What follows belongs to an exercise in optimizing a design on an open flow for small area, a short achievable clock period and few clock cycles per item; a production flow would make more cautious choices.
Where RTL was checked, it was by simulation tests only, not by an equivalence proof against the original.
For run 2, only the layout was checked, not whether the RTL still works.
No activity file was given, so power comes from the tool's default toggle rates.

==> flow/design.v (outline; a module is shown in full before it is edited, if it fits) <==
// module top_module: 3272 lines
// module fa_cell: 4 lines
// module xnor_cell: 3 lines
// module or_cell: 3 lines
module top_module(clk, reset, INIT, READY, DONE,
                  input_ram_en, input_ram_addr, input_ram_data,
                  filter_rom_en, filter_rom_addr, filter_rom_data,
                  conv_valid, conv_out);
  // ...
==> flow/flow/run.sh <==
#!/bin/bash
# Layout flow: the standard ORFS flow (standard.sh), with these changes:
#  - port buffers: at the start of global placement, flow/pre_gpl.tcl removes the
#    synthesis buffers (as the standard flow does there) and puts a
#    sky130_fd_sc_hd__buf_4 on every input port and a sky130_fd_sc_hd__buf_1 on every
#    output port, in place of the standard buffer_ports call; they are kept through
#    the step's own remove_buffers and released for timing repair by
#    flow/post_gpl.tcl;
#  - clock tree synthesis arguments: -sink_clustering_enable -repair_clock_nets -dont_use_dummy_load -buf_list sky130_fd_sc_hd__clkbuf_8 -sink_clustering_size 20 -sink_clustering_max_diameter 50
# The whole make output goes to flow_make.log in the work folder; ORFS also keeps
# each step's own log under orfs/logs/.
set -euo pipefail
export CTS_ARGS="-sink_clustering_enable -repair_clock_nets -dont_use_dummy_load -buf_list sky130_fd_sc_hd__clkbuf_8 -sink_clustering_size 20 -sink_clustering_max_diameter 50"
bash standard.sh "DONT_BUFFER_PORTS=1" "PRE_GLOBAL_PLACE_TCL=$PWD/flow/pre_gpl.tcl" "POST_GLOBAL_PLACE_TCL=$PWD/flow/post_gpl.tcl" "CTS_ARGS=$CTS_ARGS" finish > flow_make.log 2>&1
==> flow/flow/post_gpl.tcl <==
# Let timing repair resize the port buffers again.
unset_dont_touch [get_cells {input* output*}]
==> flow/flow/pre_gpl.tcl <==
# Buffer every input and output port (the standard flow's buffer_ports, with chosen cells).
remove_buffers
buffer_ports -inputs -buffer_cell sky130_fd_sc_hd__buf_4
buffer_ports -outputs -buffer_cell sky130_fd_sc_hd__buf_1
set_dont_touch [get_cells {input* output*}]
puts "port buffers: [llength [get_cells {input* output*}]]"
==> flow/standard.sh <==
#!/bin/bash
# synth_recipe.tcl (not shown) runs the flow's synth.tcl, then flattens the netlist and writes it again
# the make line also repeats each setting of config.mk as NAME=value (left out here)
make -C /OpenROAD-flow-scripts/flow DESIGN_CONFIG=/design/flow/config.mk WORK_HOME=/design/flow/orfs CLKGATE_MAP_FILE= SYNTH_SCRIPT=/design/flow/synth_recipe.tcl "${@:-finish}"
==> flow/config.mk <==
export PLATFORM = sky130hd
export DESIGN_NAME = top_module
export DESIGN_NICKNAME = top_module
export VERILOG_FILES = /design/flow/design.v
export SDC_FILE = /design/flow/constraint.sdc
export NUM_CORES = 4
export LEC_CHECK = 0
export CAP_MARGIN = 20
export CORE_MARGIN = 2
export CORE_UTILIZATION = 55
export PLACE_DENSITY = 0.75
export SETUP_SLACK_MARGIN = 3.5
export SLEW_MARGIN = 20
export SYNTH_HIERARCHICAL = 1
export SYNTH_MINIMUM_KEEP_SIZE = 0
==> flow/constraint.sdc <==
create_clock -name core_clock -period 6.0 [get_ports {clk}]
set_input_delay 1.2000 -clock core_clock [delete_from_list [all_inputs] [get_ports {clk}]]
set_output_delay 1.2000 -clock core_clock [all_outputs]
set_load 0.01 [all_outputs]
==> reports/results.txt, run 1 <==
outcome = finished clean
final count of negative-setup-slack endpoints = 0
register area share after synthesis = 0.337
CTS Buffer Depth = 3
root buffer cell = clkbuf_8
clock buffers = 38
setup ws final = 3.53 ns
Seq cells = 352
crit path launch = k1_1223$_DFF_P_
Bufs and invs on worst path = 0
Inst Count DP = 2265
kind of end point of the critical path = flip-flop
max incr delay on CP = 0.60 ns
r2r worst-path depth = 4
Signal buf overhead = 0.0495
Inserted Diodes = 1
Clock-cell share = 0.0221
DR top layer = met5
largest delay contributor family on the critical path = adder cells
met2 wire length = 28100 µm
CTS resizes = 16
multi-input combinational area share = 0.602
syn_area_per_cell = 12.1 µm²
Vias = 13000
Top reg by flops = acc
vias in the first global route = 14800
post-route antenna net violation count = 0
bufs w/o clock = 173
asr flop ratio synth = 0
Mapped Area = 20900 µm²
actual slew at the worst max-slew pin = 0.423 ns
Yosys warning count = 7
wl on met1 = 22100 µm
Final Skew = 0.0787 ns
Worst slew margin = 0.716
hold path cells = 0
share of layout cells above drive strength 1 = 0.249
most frequent cells in the layout = nand2_1, dfxtp_1, fa_1
count leader, synth = nand2_1
Place WS = 3.01 ns
Testbench counts, summed over its fixed seeds: cycles 8,320, items 4,112.
==> run 2, diff against run 1 <==
--- a/flow/design.v
+++ b/flow/design.v
@@ -1530,44 +1530,44 @@
 wire s1748;
 wire c1749;
 wire s1750;
 wire c1751;
 wire s1752;
 wire c1753;
 wire s1754;
 wire c1755;
-wire a1786;
-wire a1787;
-wire a1788;
-wire a1789;
-wire a1790;
-wire a1791;
-wire a1792;
-wire a1793;
+wire s1756;
+wire c1757;
+wire s1758;
+wire c1759;
+wire s1760;
+wire c1761;
+wire s1762;
+wire c1763;
 wire a1794;
 wire a1795;
 wire a1796;
 wire a1797;
 wire a1798;
 wire a1799;
 wire a1800;
 wire a1801;
 wire a1802;
 wire a1803;
 wire a1804;
 wire a1805;
-wire s1806;
-wire c1807;
-wire s1808;
-wire c1809;
-wire s1810;
-wire c1811;
-wire s1812;
-wire c1813;
+wire a1806;
+wire a1807;
+wire a1808;
+wire a1809;
+wire a1810;
+wire a1811;
+wire a1812;
+wire a1813;
 wire s1814;
 wire c1815;
 wire s1816;
 wire c1817;
 wire s1818;
 wire c1819;
 wire s1820;
 wire c1821;
@@ -2588,69 +2588,69 @@
 fa_cell u_s1740 (.a(s1736), .b(c1733), .c(s1738), .s(s1740), .co(c1741));
 fa_cell u_s1742 (.a(k2_1683), .b(k2_1684), .c(k2_1685), .s(s1742), .co(c1743));
 fa_cell u_s1744 (.a(k2_1686), .b(c1735), .c(s1742), .s(s1744), .co(c1745));
 fa_cell u_s1746 (.a(c1737), .b(s1744), .c(c1739), .s(s1746), .co(c1747));
 fa_cell u_s1748 (.a(k2_1687), .b(k2_1688), .c(k2_1689), .s(s1748), .co(c1749));
 fa_cell u_s1750 (.a(c1743), .b(s1748), .c(c1745), .s(s1750), .co(c1751));
 fa_cell u_s1752 (.a(k2_1690), .b(k2_1691), .c(c1749), .s(s1752), .co(c1753));
 fa_cell u_s1754 (.a(k2_1692), .b(k2_1693), .c(k2_1694), .s(s1754), .co(c1755));
-assign a1786 = ~(acc[0] & g_q[0]);
-assign a1787 = ~(acc[1] & g_q[0]);
-assign a1788 = ~(acc[2] & g_q[0]);
-assign a1789 = ~(acc[3] & g_q[0]);
-assign a1790 = ~(acc[4] & g_q[0]);
-assign a1791 = ~(acc[5] & g_q[0]);
-assign a1792 = ~(acc[6] & g_q[0]);
-assign a1793 = ~(acc[7] & g_q[0]);
-assign a1794 = ~(acc[8] & g_q[0]);
-assign a1795 = ~(acc[9] & g_q[0]);
-assign a1796 = ~(acc[10] & g_q[0]);
-assign a1797 = ~(acc[11] & g_q[0]);
-assign a1798 = ~(acc[12] & g_q[0]);
-assign a1799 = ~(acc[13] & g_q[0]);
-assign a1800 = ~(acc[14] & g_q[0]);
-assign a1801 = ~(acc[15] & g_q[0]);
-assign a1802 = ~(acc[16] & g_q[0]);
-assign a1803 = ~(acc[17] & g_q[0]);
-assign a1804 = ~(acc[18] & g_q[0]);
-assign a1805 = ~(acc[19] & g_q[0]);
-xnor_cell u_s1806 (.a(k3_1766), .b(k3_1767), .y(s1806));
-or_cell u_c1807 (.a(k3_1766), .b(k3_1767), .y(c1807));
-xnor_cell u_s1808 (.a(k3_1769), .b(k3_1770), .y(s1808));
-or_cell u_c1809 (.a(k3_1769), .b(k3_1770), .y(c1809));
-xnor_cell u_s1810 (.a(k3_1771), .b(k3_1772), .y(s1810));
-or_cell u_c1811 (.a(k3_1771), .b(k3_1772), .y(c1811));
-xnor_cell u_s1812 (.a(k3_1773), .b(k3_1774), .y(s1812));
-or_cell u_c1813 (.a(k3_1773), .b(k3_1774), .y(c1813));
-xnor_cell u_s1814 (.a(k3_1756), .b(k3_1757), .y(s1814));
-or_cell u_c1815 (.a(k3_1756), .b(k3_1757), .y(c1815));
-xnor_cell u_s1816 (.a(k3_1758), .b(a1787), .y(s1816));
-or_cell u_c1817 (.a(k3_1758), .b(a1787), .y(c1817));
-xnor_cell u_s1818 (.a(k3_1759), .b(a1788), .y(s1818));
-or_cell u_c1819 (.a(k3_1759), .b(a1788), .y(c1819));
-fa_cell u_s1820 (.a(k3_1760), .b(k3_1761), .c(a1789), .s(s1820), .co(c1821));
-xnor_cell u_s1822 (.a(k3_1762), .b(a1790), .y(s1822));
-or_cell u_c1823 (.a(k3_1762), .b(a1790), .y(c1823));
-xnor_cell u_s1824 (.a(k3_1763), .b(a1791), .y(s1824));
-or_cell u_c1825 (.a(k3_1763), .b(a1791), .y(c1825));
-xnor_cell u_s1826 (.a(k3_1764), .b(a1792), .y(s1826));
-or_cell u_c1827 (.a(k3_1764), .b(a1792), .y(c1827));
-xnor_cell u_s1828 (.a(k3_1765), .b(a1793), .y(s1828));
-or_cell u_c1829 (.a(k3_1765), .b(a1793), .y(c1829));
-fa_cell u_s1830 (.a(k3_1768), .b(a1794), .c(s1806), .s(s1830), .co(c1831));
-fa_cell u_s1832 (.a(a1795), .b(c1807), .c(s1808), .s(s1832), .co(c1833));
-fa_cell u_s1834 (.a(a1796), .b(c1809), .c(s1810), .s(s1834), .co(c1835));
-fa_cell u_s1836 (.a(a1797), .b(c1811), .c(s1812), .s(s1836), .co(c1837));
-fa_cell u_s1838 (.a(k3_1775), .b(a1798), .c(c1813), .s(s1838), .co(c1839));
-fa_cell u_s1840 (.a(k3_1776), .b(k3_1777), .c(a1799), .s(s1840), .co(c1841));
-fa_cell u_s1842 (.a(k3_1778), .b(k3_1779), .c(a1800), .s(s1842), .co(c1843));
-fa_cell u_s1844 (.a(k3_1780), .b(k3_1781), .c(a1801), .s(s1844), .co(c1845));
-fa_cell u_s1846 (.a(k3_1782), .b(k3_1783), .c(a1802), .s(s1846), .co(c1847));
-fa_cell u_s1848 (.a(k3_1784), .b(k3_1785), .c(a1803), .s(s1848), .co(c1849));
+xnor_cell u_s1756 (.a(c1707), .b(s1712), .y(s1756));
+or_cell u_c1757 (.a(c1707), .b(s1712), .y(c1757));
+xnor_cell u_s1758 (.a(c1713), .b(s1718), .y(s1758));
+or_cell u_c1759 (.a(c1713), .b(s1718), .y(c1759));
+xnor_cell u_s1760 (.a(s1722), .b(s1724), .y(s1760));
+or_cell u_c1761 (.a(s1722), .b(s1724), .y(c1761));
+xnor_cell u_s1762 (.a(c1725), .b(s1732), .y(s1762));
+or_cell u_c1763 (.a(c1725), .b(s1732), .y(c1763));
+assign a1794 = ~(acc[0] & g_q[0]);
+assign a1795 = ~(acc[1] & g_q[0]);
+assign a1796 = ~(acc[2] & g_q[0]);
+assign a1797 = ~(acc[3] & g_q[0]);
+assign a1798 = ~(acc[4] & g_q[0]);
+assign a1799 = ~(acc[5] & g_q[0]);
+assign a1800 = ~(acc[6] & g_q[0]);
+assign a1801 = ~(acc[7] & g_q[0]);
+assign a1802 = ~(acc[8] & g_q[0]);
+assign a1803 = ~(acc[9] & g_q[0]);
+assign a1804 = ~(acc[10] & g_q[0]);
+assign a1805 = ~(acc[11] & g_q[0]);
+assign a1806 = ~(acc[12] & g_q[0]);
+assign a1807 = ~(acc[13] & g_q[0]);
+assign a1808 = ~(acc[14] & g_q[0]);
+assign a1809 = ~(acc[15] & g_q[0]);
+assign a1810 = ~(acc[16] & g_q[0]);
+assign a1811 = ~(acc[17] & g_q[0]);
+assign a1812 = ~(acc[18] & g_q[0]);
+assign a1813 = ~(acc[19] & g_q[0]);
+xnor_cell u_s1814 (.a(k3_1764), .b(k3_1765), .y(s1814));
+or_cell u_c1815 (.a(k3_1764), .b(k3_1765), .y(c1815));
+xnor_cell u_s1816 (.a(k3_1766), .b(a1795), .y(s1816));
+or_cell u_c1817 (.a(k3_1766), .b(a1795), .y(c1817));
+xnor_cell u_s1818 (.a(k3_1767), .b(a1796), .y(s1818));
+or_cell u_c1819 (.a(k3_1767), .b(a1796), .y(c1819));
+fa_cell u_s1820 (.a(k3_1768), .b(k3_1769), .c(a1797), .s(s1820), .co(c1821));
+xnor_cell u_s1822 (.a(k3_1770), .b(a1798), .y(s1822));
+or_cell u_c1823 (.a(k3_1770), .b(a1798), .y(c1823));
+xnor_cell u_s1824 (.a(k3_1771), .b(a1799), .y(s1824));
+or_cell u_c1825 (.a(k3_1771), .b(a1799), .y(c1825));
+xnor_cell u_s1826 (.a(k3_1772), .b(a1800), .y(s1826));
+or_cell u_c1827 (.a(k3_1772), .b(a1800), .y(c1827));
+xnor_cell u_s1828 (.a(k3_1773), .b(a1801), .y(s1828));
+or_cell u_c1829 (.a(k3_1773), .b(a1801), .y(c1829));
+fa_cell u_s1830 (.a(k3_1774), .b(k3_1775), .c(a1802), .s(s1830), .co(c1831));
+fa_cell u_s1832 (.a(k3_1776), .b(k3_1777), .c(a1803), .s(s1832), .co(c1833));
+fa_cell u_s1834 (.a(k3_1778), .b(k3_1779), .c(a1804), .s(s1834), .co(c1835));
+fa_cell u_s1836 (.a(k3_1780), .b(k3_1781), .c(a1805), .s(s1836), .co(c1837));
+fa_cell u_s1838 (.a(k3_1782), .b(k3_1783), .c(a1806), .s(s1838), .co(c1839));
+fa_cell u_s1840 (.a(k3_1784), .b(k3_1785), .c(a1807), .s(s1840), .co(c1841));
+fa_cell u_s1842 (.a(k3_1786), .b(k3_1787), .c(a1808), .s(s1842), .co(c1843));
+fa_cell u_s1844 (.a(k3_1788), .b(k3_1789), .c(a1809), .s(s1844), .co(c1845));
+fa_cell u_s1846 (.a(k3_1790), .b(k3_1791), .c(a1810), .s(s1846), .co(c1847));
+fa_cell u_s1848 (.a(k3_1792), .b(k3_1793), .c(a1811), .s(s1848), .co(c1849));
 reg k1_1099;
 reg k1_1100;
 reg k1_1101;
 reg k1_1102;
 reg k1_1103;
 reg k1_1104;
 reg k1_1105;
 reg k1_1106;
@@ -2920,24 +2920,16 @@
 reg k2_1688;
 reg k2_1689;
 reg k2_1690;
 reg k2_1691;
 reg k2_1692;
 reg k2_1693;
 reg k2_1694;
 reg k2_1695;
-reg k3_1756;
-reg k3_1757;
-reg k3_1758;
-reg k3_1759;
-reg k3_1760;
-reg k3_1761;
-reg k3_1762;
-reg k3_1763;
 reg k3_1764;
 reg k3_1765;
 reg k3_1766;
 reg k3_1767;
 reg k3_1768;
 reg k3_1769;
 reg k3_1770;
 reg k3_1771;
@@ -2950,16 +2942,24 @@
 reg k3_1778;
 reg k3_1779;
 reg k3_1780;
 reg k3_1781;
 reg k3_1782;
 reg k3_1783;
 reg k3_1784;
 reg k3_1785;
+reg k3_1786;
+reg k3_1787;
+reg k3_1788;
+reg k3_1789;
+reg k3_1790;
+reg k3_1791;
+reg k3_1792;
+reg k3_1793;
 always @(posedge clk) begin
     k1_1099 <= s515;
     k1_1100 <= s517;
     k1_1101 <= s525;
     k1_1102 <= s527;
     k1_1103 <= c518;
     k1_1104 <= s529;
     k1_1105 <= s531;
@@ -3230,49 +3230,49 @@
     k2_1688 <= c1613;
     k2_1689 <= s1624;
     k2_1690 <= c1625;
     k2_1691 <= s1632;
     k2_1692 <= c1631;
     k2_1693 <= s1634;
     k2_1694 <= c1633;
     k2_1695 <= c1635;
-    k3_1756 <= k2_1636;
-    k3_1757 <= k2_1637;
-    k3_1758 <= k2_1638;
-    k3_1759 <= k2_1639;
-    k3_1760 <= k2_1640;
-    k3_1761 <= k2_1641;
-    k3_1762 <= s1696;
-    k3_1763 <= s1698;
-    k3_1764 <= s1702;
-    k3_1765 <= s1708;
-    k3_1766 <= c1707;
-    k3_1767 <= s1712;
-    k3_1768 <= c1709;
-    k3_1769 <= c1713;
-    k3_1770 <= s1718;
-    k3_1771 <= s1722;
-    k3_1772 <= s1724;
-    k3_1773 <= c1725;
-    k3_1774 <= s1732;
-    k3_1775 <= s1740;
-    k3_1776 <= c1741;
-    k3_1777 <= s1746;
-    k3_1778 <= s1750;
-    k3_1779 <= c1747;
-    k3_1780 <= s1752;
-    k3_1781 <= c1751;
-    k3_1782 <= s1754;
-    k3_1783 <= c1753;
-    k3_1784 <= k2_1695;
-    k3_1785 <= c1755;
+    k3_1764 <= k2_1636;
+    k3_1765 <= k2_1637;
+    k3_1766 <= k2_1638;
+    k3_1767 <= k2_1639;
+    k3_1768 <= k2_1640;
+    k3_1769 <= k2_1641;
+    k3_1770 <= s1696;
+    k3_1771 <= s1698;
+    k3_1772 <= s1702;
+    k3_1773 <= s1708;
+    k3_1774 <= s1756;
+    k3_1775 <= c1709;
+    k3_1776 <= s1758;
+    k3_1777 <= c1757;
+    k3_1778 <= s1760;
+    k3_1779 <= c1759;
+    k3_1780 <= s1762;
+    k3_1781 <= c1761;
+    k3_1782 <= s1740;
+    k3_1783 <= c1763;
+    k3_1784 <= c1741;
+    k3_1785 <= s1746;
+    k3_1786 <= s1750;
+    k3_1787 <= c1747;
+    k3_1788 <= s1752;
+    k3_1789 <= c1751;
+    k3_1790 <= s1754;
+    k3_1791 <= c1753;
+    k3_1792 <= k2_1695;
+    k3_1793 <= c1755;
 end
 always @(posedge clk)
-    acc <= ~({a1805, a1804, s1848, s1846, s1844, s1842, s1840, s1838, s1836, s1834, s1832, s1830, s1828, s1826, s1824, s1822, s1820, s1818, s1816, s1814} + {1'b1, c1849, c1847, c1845, c1843, c1841, c1839, c1837, c1835, c1833, c1831, c1829, c1827, c1825, c1823, c1821, c1819, c1817, c1815, a1786} + 20'd1);
+    acc <= ~({a1813, a1812, s1848, s1846, s1844, s1842, s1840, s1838, s1836, s1834, s1832, s1830, s1828, s1826, s1824, s1822, s1820, s1818, s1816, s1814} + {1'b1, c1849, c1847, c1845, c1843, c1841, c1839, c1837, c1835, c1833, c1831, c1829, c1827, c1825, c1823, c1821, c1819, c1817, c1815, a1794} + 20'd1);
 assign conv_out = acc;
 endmodule
 module fa_cell(input a, input b, input c, output s, output co);
 assign s = a ^ b ^ c;
 assign co = (a & b) | (a & c) | (b & c);
 endmodule
 module xnor_cell(input a, input b, output y);
 assign y = ~(a ^ b);
==> flow/flow/run.sh (replaced) <==
#!/bin/bash
# Layout flow: the standard ORFS flow (standard.sh), with these changes:
#  - port buffers: at the start of global placement, flow/pre_gpl.tcl removes the
#    synthesis buffers (as the standard flow does there) and puts a
#    sky130_fd_sc_hd__buf_4 on every input port and a sky130_fd_sc_hd__buf_1 on every
#    output port, in place of the standard buffer_ports call; they are kept through
#    the step's own remove_buffers and released for timing repair by
#    flow/post_gpl.tcl;
#  - clock tree synthesis arguments: -sink_clustering_enable -repair_clock_nets -dont_use_dummy_load -buf_list sky130_fd_sc_hd__clkbuf_8 -sink_clustering_size 15 -sink_clustering_max_diameter 60
# The whole make output goes to flow_make.log in the work folder; ORFS also keeps
# each step's own log under orfs/logs/.
set -euo pipefail
export CTS_ARGS="-sink_clustering_enable -repair_clock_nets -dont_use_dummy_load -buf_list sky130_fd_sc_hd__clkbuf_8 -sink_clustering_size 15 -sink_clustering_max_diameter 60"
bash standard.sh "DONT_BUFFER_PORTS=1" "PRE_GLOBAL_PLACE_TCL=$PWD/flow/pre_gpl.tcl" "POST_GLOBAL_PLACE_TCL=$PWD/flow/post_gpl.tcl" "CTS_ARGS=$CTS_ARGS" finish > flow_make.log 2>&1
==> flow/config.mk (replaced) <==
export PLATFORM = sky130hd
export DESIGN_NAME = top_module
export DESIGN_NICKNAME = top_module
export VERILOG_FILES = /design/flow/design.v
export SDC_FILE = /design/flow/constraint.sdc
export NUM_CORES = 4
export LEC_CHECK = 0
export CAP_MARGIN = 20
export CORE_MARGIN = 2
export CORE_UTILIZATION = 55
export PLACE_DENSITY = 0.75
export SETUP_SLACK_MARGIN = 3.6
export SLEW_MARGIN = 20
export SYNTH_HIERARCHICAL = 1
export SYNTH_MINIMUM_KEEP_SIZE = 0
==> reports/results.txt, run 2 <==
Max-Cap Viols = 0 (unchanged)
Core Region = 37600 µm² (unchanged)
asr flop ratio synth = 0 (unchanged)
final count of negative-setup-slack endpoints = 0 (unchanged)
Initial DRC Count = 1024 (was 1160)
synth top area cells = fa_1, dfxtp_1, nand2_1 (unchanged)
Top reg by flops = acc (unchanged)
CP Launch Type = flip-flop (unchanged)
via/cell ratio = 5.67 (was 5.64)
Distinct cells, synth = 47 (unchanged)
root buffer cell = clkbuf_8 (unchanged)
nets = 2444 (was 2447)
kind of critical path = flip-flop to flip-flop (unchanged)
largest net degree at the start of global routing = 16 (was 21)
Detailed Routing Iterations Pass 1 = 5 (unchanged)
max FFs per register = 20 (unchanged)
CP required = 6.48 ns (was 6.44 ns)
Worst Path Arrival = 2.98 ns (was 2.92 ns)
kind of end point of the critical path = flip-flop (unchanged)
Yosys warning count = 7 (unchanged)
fillers = 2748 (was 2883)
Final Power = 11.4 mW (was 11.6 mW)
count leader, synth = nand2_1 (unchanged)
Area after DPL = 23400 µm² (was 22800 µm²)
register area = 7070 µm² (was 7050 µm²)
actual slew at the worst max-slew pin = 0.457 ns (was 0.423 ns)
Yosys reg bits = 352 (unchanged)
first-pass GRT wire length = 92900 µm (was 88600 µm)
Top Registers = acc: 20 flops, rd_addr: 10 flops (unchanged)
Avg WL per Cell = 27.6 µm (was 25.6 µm)
WHS = 0.331 ns (was 0.288 ns)
design area = 24400 µm² (was 23700 µm²)
post-route antenna net violation count = 0 (unchanged)
VDD IR max = 251 µV (was 273 µV)
largest delay contributor family on the critical path = adder cells (unchanged)
port bufs = 166 (unchanged)
Fin. Hold Viols = 0 (unchanged)
outcome = finished clean (unchanged)
Post-synth top flop = dfxtp_1 (unchanged)
register area share after synthesis = 0.337 (unchanged)
Pleak = 8.78 nW (was 8.52 nW)
pwr/cell area = 468 nW/µm² (was 491 nW/µm²)
Mapped Cells = 1724 (unchanged)
Slew Viols, Final = 0 (unchanged)
die width = 199 µm (unchanged)
CTS Buffer Depth = 3 (unchanged)
share of layout cells above drive strength 1 = 0.344 (was 0.249)
met3 Usage GRT = 0.0746 (was 0.0809)
syn_area_per_cell = 12.1 µm² (unchanged)
Final min period = 2.50 ns (was 2.47 ns)
Post-synth EDFFs = 0 (unchanged)
global-route layer with the greatest usage = met2 (unchanged)
Skew-Pair Late Insertion Delay = 0.57 ns (was 0.59 ns)
most common cell after layout, fill and taps aside = nand2_1 (unchanged)
met2 Use GR = 0.562 (was 0.517)
starting density of the core = 0.557 (unchanged)
Detail Placement HPWL = 52900 µm (was 49000 µm)
share of the synthesized area in the top cell type = 0.473 (unchanged)
max incr delay on CP = 0.54 ns (was 0.60 ns)
Row Count = 71 (unchanged)
critical-path cell list = buf_4, nand2_1, fa_1, ha_4, a21oi_2, nor2_1, a21oi_1, nand3b_1, a31oi_1, xor2_1 (was fa_1, fa_1, fa_1, fa_1)
Total Routed Length = 63800 µm (was 59100 µm)
Tot GR Track Use = 0.338 (was 0.316)
Layout area overhead = 16.9% (was 13.1%)
unrepaired setup endpoints after global routing = yes (unchanged)
H-tree levels = 2 (unchanged)
Vias = 13100 (was 13000)
initial antenna violation count = 3 (unchanged)
CTS Hold Buffers Added = 0 (unchanged)
grt ovf = 0 (unchanged)
Mapped Area = 20900 µm² (unchanged)
multi-input combinational cell area = 14800 µm² (was 14200 µm²)
fin crit share = 0.417 (was 0.412)
CTS sink cnt = 352 (unchanged)
DRC errors left = 0 (unchanged)
Post-synth top cells = nand2_1, fa_1, dfxtp_1 (unchanged)
Die Y = 199 µm (unchanged)
Die ar. = 39600 µm² (unchanged)
Synth area leader = fa_1 (unchanged)
met1 GRT Util = 0.435 (was 0.408)
Final Skew = 0.0615 ns (was 0.0787 ns)
Slowest-stage cell, CP = fa_1 (unchanged)
TritonCTS buffer count = 34 (was 38)
TritonCTS clock tree = yes (unchanged)
Bufs and invs on worst path = 1 (was 0)
clk slew on worst S/H paths = 0.09 ns (was 0.10 ns)
final setup TNS = 0 ns (unchanged)
Worst slew margin = 0.693 (was 0.716)
FMAX = 0.400 GHz (was 0.404 GHz)
post-synth net total = 2370 (unchanged)
most frequent cells in the layout = nand2_1, dfxtp_1, fa_1 (unchanged)
I/O pin cnt = 167 (unchanged)
vias in the first global route = 14500 (was 14800)
Hold Crit Class = flip-flop to flip-flop (unchanged)
worst-path maximum fanout = 8 (was 1)
run 2: changes by cell type in the layout (fill, tap and decap cells not counted), moves of 37 or more:
cell     delta
buf_4      -55
nand2_4    +37
nand2_2    +95
buf_6      +47
nand2_1   -132
run 2: logic make-up (layout without fill, tap and decap cells):
kind of cell,after synthesis,count (layout),share of synthesized area
compound gates,56,56,0.0188
xor+xnor,36,36,0.0151
fa+ha+maj,515,515,0.485
buf+inv,144,216,0.0263
flops,352,352,0.337
other cells,0,3,0
simple gates,621,621,0.117
run 2: final cells by class:
cell class                 instances  share of cell area
timing repair buffer             174              0.0587
tap                              511              0.0262
multi-input combinational       1228               0.605
inverter                           8             0.00123
clock buffer                      34              0.0191
sequential                       352               0.289
antenna                            3            0.000307
run 2: timing repair:
item,CTS,global route
gates resized for setup,54,92
setup buffers,6,2
pin swaps,15,22
endpoints found under the setup margin,25,35
run 2: path summary, 6_finish.rpt:
path	start	end	slack, ns	depth (start not counted)
max reg2reg	g_q$_DFF_P_	acc[15]$_DFF_P_	3.50	10
min	k2_1640$_DFF_P_	k3_1768$_DFF_P_	0.33	0
min reg2reg	k2_1640$_DFF_P_	k3_1768$_DFF_P_	0.33	0
max	g_q$_DFF_P_	acc[15]$_DFF_P_	3.50	10
run 2: stage by stage:
step	utilization	std cells	setup WS, ns
6_report	0.650	2310	3.50
4_1_cts	0.641	2305	3.52
5_1_grt	0.650	2307	3.41
3_5_place_dp	0.622	2265	2.97
3_3_place_gp	0.622	2265	2.95
2_1_floorplan	-	1724	3.26
run 2: routing by layer:
| metal | vias up | wire length, µm |
|---|---|---|
| met4 | 0 | 3090 |
| met2 | 743 | 30800 |
| met5 | - | 0 |
| li1 | 5319 | - |
| met3 | 189 | 5920 |
| met1 | 6853 | 24000 |
run 2: where the power goes:
part | total, mW | leakage, nW | internal, mW | switching (mW)
Sequential | 3.69 | 2.95 | 3.25 | 0.434
Clock | 1.30 | 0.244 | 0.508 | 0.789
Combinational | 6.46 | 5.58 | 3.07 | 3.39
run 2: Yosys stat by module (local to each module, per instance):
| module | copies in the design | cells | flops+latches | cell area, µm² |
|---|---|---|---|---|
| fa_cell | 493 | 1 | 0 | 20.0 |
| or_cell | 11 | 1 | 0 | 6.26 |
| xnor_cell | 11 | 1 | 0 | 8.76 |
| top_module | 1 | 1209 | 352 | 10900 |

[static timing again, ports no longer ideal]
The results above use ideal ports. As a check the final layouts listed here were re-extracted and re-timed, cells and wires unchanged. Step 1, drivers: a clkbuf_16 drives clk and a buf_2 each remaining input, both assumed. Step 2 moves the port delays by t, midway between the first and last clock arrival at a register: inputs arrive t later, outputs are due t later. That takes back most of the time a late clock gives input paths. Slacks: ideal ports / drivers / drivers and shift; pairs: ideal ports / drivers.
| run | t (ns) | setup slack, ns | worst register clock-pin slew, ns |
|---|---|---|---|
| run 1 | 0.608 | 3.526 / 3.526 / 3.020 | 0.11 / 0.11 |
| run 2 | 0.593 | 3.499 / 3.499 / 3.018 | 0.10 / 0.10 |
After both steps setup and hold are still met in every run listed. The setup slack of run 1, which loses most, moves by 0.000 ns with the drivers and by -0.506 ns with both steps.
